This is an optimization exercise on Yosys and OpenROAD, whose aim is small area, not a production implementation. Only simulation tests tie the RTL to the original design; equivalence was not proved.

[flow/design.v]
module rca #(parameter N = 16) (
  input  wire [N-1:0] a,
  input  wire [N-1:0] b,
  input  wire         ci,
  output wire [N-1:0] s
);
  wire [N:0] c;
  assign c[0] = ci;
  genvar i;
  generate for (i = 0; i < N; i = i + 1) begin : bit_
    assign s[i]   = a[i] ^ b[i] ^ c[i];
    assign c[i+1] = (a[i] & b[i]) | (c[i] & (a[i] ^ b[i]));
  end endgenerate
endmodule
module inc #(parameter N = 4) (
  input  wire [N-1:0] a,
  input  wire         ci,
  output wire [N-1:0] s
);
  wire [N:0] c;
  assign c[0] = ci;
  genvar i;
  generate for (i = 0; i < N; i = i + 1) begin : bit_
    assign s[i]   = a[i] ^ c[i];
    assign c[i+1] = a[i] & c[i];
  end endgenerate
endmodule
module cordic_ctl (
  input  wire        clk,
  input  wire        rst,       
  input  wire        init,
  output reg  [4:0]  iteration,
  output reg  [16:0] tang,      
  output reg         done
);
  reg repeat_3, repeat_12;
  wire [4:0] it_inc;
  inc #(5) ui (.a(iteration), .ci(1'b1), .s(it_inc));
  always @(posedge clk)
    if (init || rst) begin
      iteration <= 0;
      repeat_3  <= 0;
      repeat_12 <= 0;
    end else if (repeat_3 == 0 && iteration == 5'd3) begin
      repeat_3 <= 1;
    end else if (repeat_12 == 0 && iteration == 5'd12) begin
      repeat_12 <= 1;
    end else begin
      iteration <= it_inc;
      repeat_3  <= 0;
      repeat_12 <= 0;
    end
  always @(posedge clk)
    if (rst) done <= 0;
    else done <= (iteration == 5'd15);
  always @(*)
    case (iteration)
      5'd00: tang = 17'd17999;
      5'd01: tang = 17'd8369;
      5'd02: tang = 17'd4117;
      5'd03: tang = 17'd2050;
      5'd04: tang = 17'd1024;
      5'd05: tang = 17'd512;
      5'd06: tang = 17'd256;
      5'd07: tang = 17'd128;
      5'd08: tang = 17'd64;
      5'd09: tang = 17'd32;
      5'd10: tang = 17'd16;
      5'd11: tang = 17'd8;
      5'd12: tang = 17'd4;
      5'd13: tang = 17'd2;
      5'd14: tang = 17'd1;
      default: tang = 17'd0;
    endcase
endmodule
module ashr18 (
  input  wire [17:0] a,
  input  wire [4:0]  it,
  output wire [17:0] o
);
  wire sg = a[17];
  wire [17:0] t0 = {sg, a[17:1]};
  wire [17:0] t1 = it[0] ? {sg, t0[17:1]} : t0;
  wire [17:0] t2 = it[1] ? {{2{sg}}, t1[17:2]} : t1;
  wire [17:0] t3 = it[2] ? {{4{sg}}, t2[17:4]} : t2;
  wire [17:0] t4 = it[3] ? {{8{sg}}, t3[17:8]} : t3;
  assign o = it[4] ? {18{sg}} : t4;
endmodule
module cordic_dp #(
  parameter NEG = 0
)(
  input  wire        clk,
  input  wire        rst,
  input  wire        init,
  input  wire [4:0]  it,
  input  wire [16:0] tang,
  input  wire [16:0] theta,
  output wire [15:0] exp_o
);
  reg [17:0] x, y;
  reg [16:0] z;
  wire [17:0] xs, ys, xn, yn;
  wire [16:0] zn;
  wire d = NEG ? (~z[16] & (|z[15:0])) : z[16];    
  ashr18 ux (.a(x), .it(it), .o(xs));
  ashr18 uy (.a(y), .it(it), .o(ys));
  rca #(18) ax (.a(x), .b(ys ^ {18{d}}), .ci(d), .s(xn));
  rca #(18) ay (.a(y), .b(xs ^ {18{d}}), .ci(d), .s(yn));
  wire zsub = NEG ? d : ~d;
  rca #(17) az (.a(z), .b(tang ^ {17{zsub}}), .ci(zsub), .s(zn));
  always @(posedge clk) begin
    if (init) z <= theta;
    else      z <= zn;
    if (rst) begin
      x <= 0;
      y <= 0;
    end else if (init) begin
      x <= 18'd39567;
      y <= 0;
    end else begin
      x <= xn;
      y <= yn;
    end
  end
  rca #(16) ae (.a(x[15:0]), .b(y[15:0]), .ci(1'b0), .s(exp_o));
endmodule
module syn_group (
  input  wire        clk,
  input  wire        rst,
  input  wire        en,
  input  wire        update_en,
  output wire        upd,        
  output wire        crst,       
  output reg         cinit,      
  output wire [4:0]  it,
  output wire [16:0] tang
);
  localparam IDLE = 2'd0, FORWARD = 2'd1, COMPUTE = 2'd2, UPDATE = 2'd3;
  reg [1:0] state;
  reg compute_finish, delay1, delay2, ctemp;
  wire done;
  always @(posedge clk)
    if (rst) state <= IDLE;
    else if (en)
      case (state)
        IDLE:    state <= FORWARD;
        FORWARD: if (update_en) state <= COMPUTE;
        COMPUTE: if (compute_finish) state <= UPDATE;
        UPDATE:  state <= FORWARD;
      endcase
  assign crst = (state != COMPUTE);
  assign upd  = (state == UPDATE);
  always @(posedge clk)
    if (rst) ctemp <= 1'b0;
    else ctemp <= crst;
  always @(posedge clk)
    if (rst) cinit <= 1'b0;
    else if (!crst) cinit <= ctemp;
  cordic_ctl ctl (.clk(clk), .rst(crst), .init(cinit), .iteration(it), .tang(tang), .done(done));
  always @(posedge clk)
    if (rst) begin
      delay1 <= 0;
      delay2 <= 0;
      compute_finish <= 0;
    end else if (en) begin
      delay1 <= done;
      delay2 <= delay1;
      compute_finish <= delay2;
    end
endmodule
module syn_dp #(
  parameter [15:0] W0 = 16'd0
)(
  input  wire        clk,
  input  wire        rst,
  input  wire        en,
  input  wire        load,       
  input  wire        lflag,
  input  wire        sflag,
  input  wire        pre,        
  input  wire        update_en,  
  input  wire [3:0]  pre_trace,
  input  wire        upd,
  input  wire        crst,
  input  wire        cinit,
  input  wire [4:0]  it,
  input  wire [16:0] tang,
  output wire [15:0] spking_value
);
  reg [15:3] wh;
  reg [15:3] sh;
  reg [3:0] trace;
  wire [15:0] w = {wh, lflag ? W0[2:0] : 3'd0};
  assign spking_value = {sh, sflag ? W0[2:0] : 3'd0};
  wire [16:0] w17 = {w[15], w};
  wire [13:4] a_h;    
  wire [13:8] b_h;    
  wire [13:1] c_h;    
  wire [16:3] s_h;    
  rca #(10) m0 (.a(w17[13:4]), .b(w17[9:0]), .ci(1'b0), .s(a_h));
  wire [13:0] a = {a_h, w17[3:0]};
  rca #(6)  m1 (.a(a[13:8]), .b(w17[5:0]), .ci(1'b0), .s(b_h));
  wire [13:0] b = {b_h, a[7:0]};
  rca #(13) m2 (.a(b[13:1]), .b(b[12:0]), .ci(1'b0), .s(c_h));
  wire [13:0] c = {c_h, b[0]};
  rca #(14) m3 (.a(w17[16:3]), .b(c), .ci(1'b0), .s(s_h));
  wire [16:0] S = {s_h, w17[2:0]};
  wire [16:0] thB;
  rca #(17) m4 (.a(S), .b({~w[15], 16'h9999}), .ci(1'b0), .s(thB));
  wire [15:0] expA, expB;
  cordic_dp #(.NEG(1)) ca (.clk(clk), .rst(crst), .init(cinit), .it(it), .tang(tang), .theta(S),   .exp_o(expA));
  cordic_dp #(.NEG(0)) cb (.clk(clk), .rst(crst), .init(cinit), .it(it), .tang(tang), .theta(thB), .exp_o(expB));
  wire [15:0] diff;
  rca #(16) d0 (.a(expA), .b(~expB), .ci(1'b1), .s(diff));
  wire [18:0] dx = {{3{diff[15]}}, diff};
  wire [18:0] pp0 = dx & {19{trace[0]}};
  wire [18:0] pp1 = dx & {19{trace[1]}};
  wire [18:0] pp2 = dx & {19{trace[2]}};
  wire [18:0] pp3 = dx & {19{trace[3]}};
  wire [18:1] r1;
  wire [18:2] r2;
  wire [18:3] r3;
  rca #(18) p1 (.a(pp0[18:1]), .b(pp1[17:0]), .ci(1'b0), .s(r1));
  rca #(17) p2 (.a(r1[18:2]),  .b(pp2[16:0]), .ci(1'b0), .s(r2));
  rca #(16) p3 (.a(r2[18:3]),  .b(pp3[15:0]), .ci(1'b0), .s(r3));
  wire [12:0] q = r3[18:6];
  wire [12:3] q9;
  wire [12:5] q41;
  rca #(10) k0 (.a(q[12:3]), .b(q[9:0]), .ci(1'b0), .s(q9));
  wire [12:0] q9f = {q9, q[2:0]};
  rca #(8)  k1 (.a(q9f[12:5]), .b(q[7:0]), .ci(1'b0), .s(q41));
  wire [12:0] dq = {q41, q9f[4:0]};
  wire [15:3] wn;
  rca #(13) k2 (.a(wh), .b(dq), .ci(1'b0), .s(wn));
  always @(posedge clk)
    if (rst) wh <= 0;
    else if (en) begin
      if (upd) wh <= wn;
    end else if (load) wh <= W0[15:3];
  always @(posedge clk)
    if (rst) sh <= 0;
    else if (en && pre) sh <= wh;
  always @(posedge clk)
    if (rst) trace <= 0;
    else if (en && update_en) trace <= pre_trace;
endmodule
module if_neuron (
  input  wire        clk,
  input  wire        rst,
  input  wire        en,
  input  wire [15:0] v0,
  input  wire [15:0] v1,
  input  wire [15:0] v2,
  input  wire [15:0] v3,
  output reg         out_spike
);
  reg [15:0] potential;
  wire [15:0] s01, s23, s, pn;
  rca #(16) a0 (.a(v0), .b(v1), .ci(1'b0), .s(s01));
  rca #(16) a1 (.a(v2), .b(v3), .ci(1'b0), .s(s23));
  rca #(16) a2 (.a(s01), .b(s23), .ci(1'b0), .s(s));
  rca #(16) a3 (.a(potential), .b(s), .ci(1'b0), .s(pn));
  wire fire = ~potential[15] & ((|potential[14:12]) | (potential[11] & (potential[10] | potential[9] |
              (potential[8] & (potential[7] | (potential[6] & potential[5]))))));
  always @(posedge clk)
    if (en) begin
      potential <= fire ? 16'd0 : pn;
      out_spike <= fire;
    end else if (rst) begin
      potential <= 0;
      out_spike <= 0;
    end
endmodule
module simplified_snn (
  input  wire        clk,
  input  wire        rst,
  input  wire        en,
  input  wire [11:0] Sensor_input_fl,
  input  wire [11:0] Sensor_input_ml,
  input  wire [11:0] Sensor_input_mr,
  input  wire [11:0] Sensor_input_fr,
  output wire [1:0]  Output_spike
);
  function ge41(input [11:0] s);
    ge41 = (|s[11:6]) | (s[5] & (s[4] | (s[3] & (s[2] | s[1] | s[0]))));
  endfunction
  reg [3:0] s1, pin;
  always @(posedge clk) begin
    s1  <= {ge41(Sensor_input_fr), ge41(Sensor_input_mr), ge41(Sensor_input_ml), ge41(Sensor_input_fl)};
    pin <= s1;
  end
  reg weights_en, lflag;
  always @(posedge clk)
    if (rst) begin
      weights_en <= 1'b0;
      lflag <= 1'b0;
    end else if (en) weights_en <= 1'b1;
    else if (weights_en) lflag <= 1'b1;
  wire load = weights_en & ~en;
  wire [3:0] hid;
  wire [1:0] outs = Output_spike;
  wire [7:0] pre_all = {hid, pin};
  reg [3:0] tr [0:7];
  reg [7:0] sflag;
  wire [3:0] tr_inc [0:7];
  genvar k;
  generate for (k = 0; k < 8; k = k + 1) begin : prn
    inc #(4) ui (.a(tr[k]), .ci(1'b1), .s(tr_inc[k]));
    always @(posedge clk)
      if (rst) begin
        tr[k] <= 0;
        sflag[k] <= 1'b0;
      end else if (en && pre_all[k]) begin
        tr[k] <= tr_inc[k];
        sflag[k] <= lflag;
      end
  end endgenerate
  wire [5:0] g_upd, g_crst, g_init;
  wire [4:0] g_it [0:5];
  wire [16:0] g_tang [0:5];
  wire [5:0] g_upden = {outs, hid};
  genvar g;
  generate for (g = 0; g < 6; g = g + 1) begin : grp
    syn_group sg (.clk(clk), .rst(rst), .en(en), .update_en(g_upden[g]),
      .upd(g_upd[g]), .crst(g_crst[g]), .cinit(g_init[g]), .it(g_it[g]), .tang(g_tang[g]));
  end endgenerate
  wire [15:0] sv1 [0:15];
  localparam [16*16-1:0] W1 = {
    -16'sd53, -16'sd8,  16'sd76,  16'sd18,
    -16'sd6,  -16'sd22, -16'sd2,  16'sd69,
     16'sd2,   16'sd32,  16'sd25, -16'sd19,
     16'sd68, -16'sd31, -16'sd100, 16'sd38 };
  genvar i, j;
  generate for (i = 0; i < 4; i = i + 1) begin : l1i
    for (j = 0; j < 4; j = j + 1) begin : l1j
      syn_dp #(.W0(W1[(i*4+j)*16 +: 16])) s (.clk(clk), .rst(rst), .en(en), .load(load),
        .lflag(lflag), .sflag(sflag[i]), .pre(pin[i]), .update_en(hid[j]), .pre_trace(tr[i]),
        .upd(g_upd[j]), .crst(g_crst[j]), .cinit(g_init[j]), .it(g_it[j]), .tang(g_tang[j]),
        .spking_value(sv1[i*4+j]));
    end
  end endgenerate
  wire [15:0] sv2 [0:7];
  localparam [8*16-1:0] W2 = {
     16'sd62,  16'sd66, -16'sd16, -16'sd45,
     16'sd18,  16'sd100, -16'sd31, -16'sd67 };
  generate for (i = 0; i < 4; i = i + 1) begin : l2i
    for (j = 0; j < 2; j = j + 1) begin : l2j
      syn_dp #(.W0(W2[(i*2+j)*16 +: 16])) s (.clk(clk), .rst(rst), .en(en), .load(load),
        .lflag(lflag), .sflag(sflag[4+i]), .pre(hid[i]), .update_en(outs[j]), .pre_trace(tr[4+i]),
        .upd(g_upd[4+j]), .crst(g_crst[4+j]), .cinit(g_init[4+j]), .it(g_it[4+j]), .tang(g_tang[4+j]),
        .spking_value(sv2[i*2+j]));
    end
  end endgenerate
  if_neuron n0 (.clk(clk), .rst(rst), .en(en), .v0(sv1[0]), .v1(sv1[4]), .v2(sv1[8]),  .v3(sv1[12]), .out_spike(hid[0]));
  if_neuron n1 (.clk(clk), .rst(rst), .en(en), .v0(sv1[1]), .v1(sv1[5]), .v2(sv1[9]),  .v3(sv1[13]), .out_spike(hid[1]));
  if_neuron n2 (.clk(clk), .rst(rst), .en(en), .v0(sv1[2]), .v1(sv1[6]), .v2(sv1[10]), .v3(sv1[14]), .out_spike(hid[2]));
  if_neuron n3 (.clk(clk), .rst(rst), .en(en), .v0(sv1[3]), .v1(sv1[7]), .v2(sv1[11]), .v3(sv1[15]), .out_spike(hid[3]));
  if_neuron o0 (.clk(clk), .rst(rst), .en(en), .v0(sv2[0]), .v1(sv2[2]), .v2(sv2[4]), .v3(sv2[6]), .out_spike(Output_spike[0]));
  if_neuron o1 (.clk(clk), .rst(rst), .en(en), .v0(sv2[1]), .v1(sv2[3]), .v2(sv2[5]), .v3(sv2[7]), .out_spike(Output_spike[1]));
endmodule
[flow/run.sh]
#!/bin/bash
# synth_recipe.tcl (not shown) runs the flow's synth.tcl, then flattens the netlist and writes it again
# the make line also repeats each setting of config.mk as NAME=value (left out here)
make -C /OpenROAD-flow-scripts/flow DESIGN_CONFIG=/design/flow/config.mk WORK_HOME=/design/flow/orfs CLKGATE_MAP_FILE= SYNTH_SCRIPT=/design/flow/synth_recipe.tcl finish
[flow/config.mk]
export PLATFORM = sky130hd
export DESIGN_NAME = simplified_snn
export DESIGN_NICKNAME = simplified_snn
export VERILOG_FILES = /design/flow/design.v
export SDC_FILE = /design/flow/constraint.sdc
export NUM_CORES = 8
export LEC_CHECK = 0
export ABC_AREA = 1
export CAP_MARGIN = 20
export CORE_MARGIN = 2
export CORE_UTILIZATION = 40
export SLEW_MARGIN = 20
[flow/constraint.sdc]
create_clock -name core_clock -period 15.0 [get_ports {clk}]
set_input_delay 3.0000 -clock core_clock [delete_from_list [all_inputs] [get_ports {clk}]]
set_output_delay 3.0000 -clock core_clock [all_outputs]
set_load 0.01 [all_outputs]
==> flow_summary.ini <==
[clocking]
insertion_delay_ns = 1.09
postCtsSetupBuffers = 0
cts_tree = built
cts_hold_buffers = 0
cts.path.max_buffers = 4
cts_max_level = 5
cts-root-buf = clkbuf_16
clock_sinks = 3596
numCtsBuffers = 462
cts_resized = 0
clkTransAtPathRegs_ns = 0.06

[timing]
whs_ns = 0.323
fin_setup_tns_ns = 0
hold_viol = 0
setup_ws_ns = 1.86
rsz0062_at_grt = no
skew_ns = 0.149
tightest_slew_ns = 1.24
drv_slew = 0
finalCritPeriodShare_pct = 87.6
slew_headroom_pct = 16.4
setup_viol = 0
final.min_clock_period_ns = 13.14
fmax_mhz = 76.1

[placement]
dpl.hpwl_um = 812000
globalplace.congestion = 0.921
pre_cts_ws_ns = 1.87
port_buffers = 52
place_area_um2 = 367000

[global_route]
gr-usage-all-layers_pct = 23.7
global_route.overflow_total = 0
grt_pass1_vias = 293000
antenna_found_initial = 24
grt_max_degree = 224
grt_pass1_wl_um = 1700000

[synthesis]
synth_compound_area_share_pct = 10.9
synth-adder-area-share_pct = 35.4
yosysMostFrequentCell = nand2_1
synth_seq_area_share_pct = 20.4
syn_inst = 44200
synth-simple-area-share_pct = 15.2
yosysUniqueCellTypes = 57
synth.avg_cell_area_um2 = 8.09
synth_area_leaders = fa_1, dfxtp_1, nand2_1
yosysTopAreaCellShare_pct = 32.8
ys.flop_type = dfxtp_1
yosys-top-cells-count = nand2_1, inv_1, fa_1
synth_edf_count = 102
muxShareOfSynthArea_pct = 0.959
ys_ff_latch = 3596
synth_largest_area_cell = fa_1
synth.net_count = 50900
synthArstFlopShare_pct = 0
synthesis.area_um2 = 358000
ys.warnings.count = 30
synth_xor_area_share_pct = 6.21
synth_top_family_by_area = adder cells

[worst_setup_path]
cp_common_cell = fa_1
critical_path.endpoint_type = flop
reg2reg_from = l1i[2].l1j[2].s.ca.x[0]$_SDFF_PP0_
crit_fanout = 4
critPathBufInv = 7
worst_path_max_delay_cell = fa_1
cp_top_family = adder cells
startpoint = l1i[2].l1j[2].s.ca.x[0]$_SDFF_PP0_
required_ns = 15.93
cp-start-kind = flop
crit_type = reg -> reg
crit_arrival_ns = 14.07
crit_path_max_incr_delay_ns = 0.52

[die]
ios = 53
num_rows = 347
core_area_um2 = 892000
die_area_um2 = 902000
initial_core_util_pct = 40.1
die_h_um = 950
fp.dieW_um = 950

[finish]
nFillCells = 89200
finish.instance_area_um2 = 384000
drive_gt1_share_pct = 3.58
regArea_um2 = 73100
area_growth_pct = 7.27
multi_input_area_um2 = 246000
fin_nets = 49500

[hold_path]
hold_class = reg -> reg
min_from = s1[0]$_DFF_P_

[drt]
vias_per_cell = 5.15
first_iter_violations = 23500
drt_pass1_iterations = 10
vias = 284000
ant_nets = 0
wl_per_cell_um = 19.4
drc = 0
routed_wl_um = 1070000

[run]
cap_violations = 0

[outcome]
status = no timing/DRC/antenna violations
==> cell usage in the layout (no fill, tap or decap), drive strengths merged, types with 32 or more instances in the layout <==
| master | count |
|---|---|
| edfxtp | 102 |
| nand3b | 108 |
| o21bai | 43 |
| nand2 | 9194 |
| nor3 | 56 |
| o21a | 74 |
| mux2i | 343 |
| a31oi | 57 |
| nand4 | 234 |
| fa | 5872 |
| o22ai | 55 |
| clkinv | 137 |
| a21oi | 1787 |
| o211ai | 234 |
| nor2 | 2493 |
| clkinvlp | 32 |
| buf | 376 |
| o21ai | 5103 |
| a221oi | 77 |
| or2 | 233 |
| clkbuf | 622 |
| nand3 | 1251 |
| dfxtp | 3494 |
| bufinv | 67 |
| xnor2 | 660 |
| ha | 737 |
| inv | 7784 |
| xor2 | 1879 |
| clkdlybuf4s50 | 50 |
==> final cells by class <==
class | count | share of cell area [%]
multi-input combinational | 30600 | 64.1
sequential | 3596 | 19.0
inverter | 7776 | 7.63
tap | 11900 | 3.87
clock buffer | 622 | 3.44
timing repair buffer | 426 | 0.953
clock inverter | 244 | 0.917
antenna | 20 | 0.0130
==> flip-flops by register name, summed over array words and instances (netlist names), 144 cells and up, named ones only <==
name / count
l2i.l2j.s.cb.x: 144
l2i.l2j.s.ca.x: 144
l1i.l1j.s.ca.z: 272
l1i.l1j.s.ca.x: 288
l1i.l1j.s.wh: 208
l1i.l1j.s.sh: 208
l1i.l1j.s.cb.x: 288
l2i.l2j.s.cb.y: 144
l1i.l1j.s.cb.z: 272
l1i.l1j.s.ca.y: 288
l1i.l1j.s.cb.y: 288
l2i.l2j.s.ca.y: 144
==> per-stage QoR <==
step | util, % | cells
final | 43.0 | 55100
after global routing | 43.0 | 55100
after CTS | 43.0 | 55100
after detailed placement | 41.1 | 54200
after global placement | 41.1 | 54200
after floorplan | - | 44200
==> final timing paths <==
check        slack (ns)  cells after the start                             endpoint
min reg2reg        0.32                      0                       pin[0]$_DFF_P_
max                1.86                     44  l1i[2].l1j[2].s.wh[15]$_SDFFE_PP0P_
min                0.32                      0                       pin[0]$_DFF_P_
max reg2reg        1.86                     44  l1i[2].l1j[2].s.wh[15]$_SDFFE_PP0P_
==> cell families after synthesis <==
kind of cell	after synthesis
flops	3596
compound gates	7505
buf+inv	10100
mux	343
xor+xnor	2539
fa+ha+maj	6609
simple gates	13600
==> per-layer routing <==
metal  vias to the layer above  track usage [%]  share of wire [%]
met5                         -                0             0.0012
met1                    140000             31.6                 42
met4                         2             8.80                4.4
li1                     132000                -                  -
met3                      1939             2.53                6.2
met2                      9589             39.8                 48

afterwards: timing with drivers on the ports:
The flow's constraints put no driver on any port. The routed layout listed below was extracted and timed again, unchanged, in two steps.
Step 1 (the two cells are an assumption about what drives the block):
set clk [get_ports {clk}]
set_driving_cell -lib_cell sky130_fd_sc_hd__clkbuf_16 $clk
set_driving_cell -lib_cell sky130_fd_sc_hd__buf_2 [delete_from_list [all_inputs] $clk]
Step 2 also shifts input and output timing later by t, the mid clock arrival at the registers, as if the neighbouring blocks saw the same clock.
Three values: no drivers, after step 1, after step 2; two values: the first two.
shift t [ns]: 1.150
slack for setup (ns): 1.860 / 1.860 / 1.860
worst data-port slew with drivers (ns): 0.17
After both steps this run still meets setup and hold. The setup slack of this run moves by 0.000 ns with the drivers and by 0.000 ns with both steps.
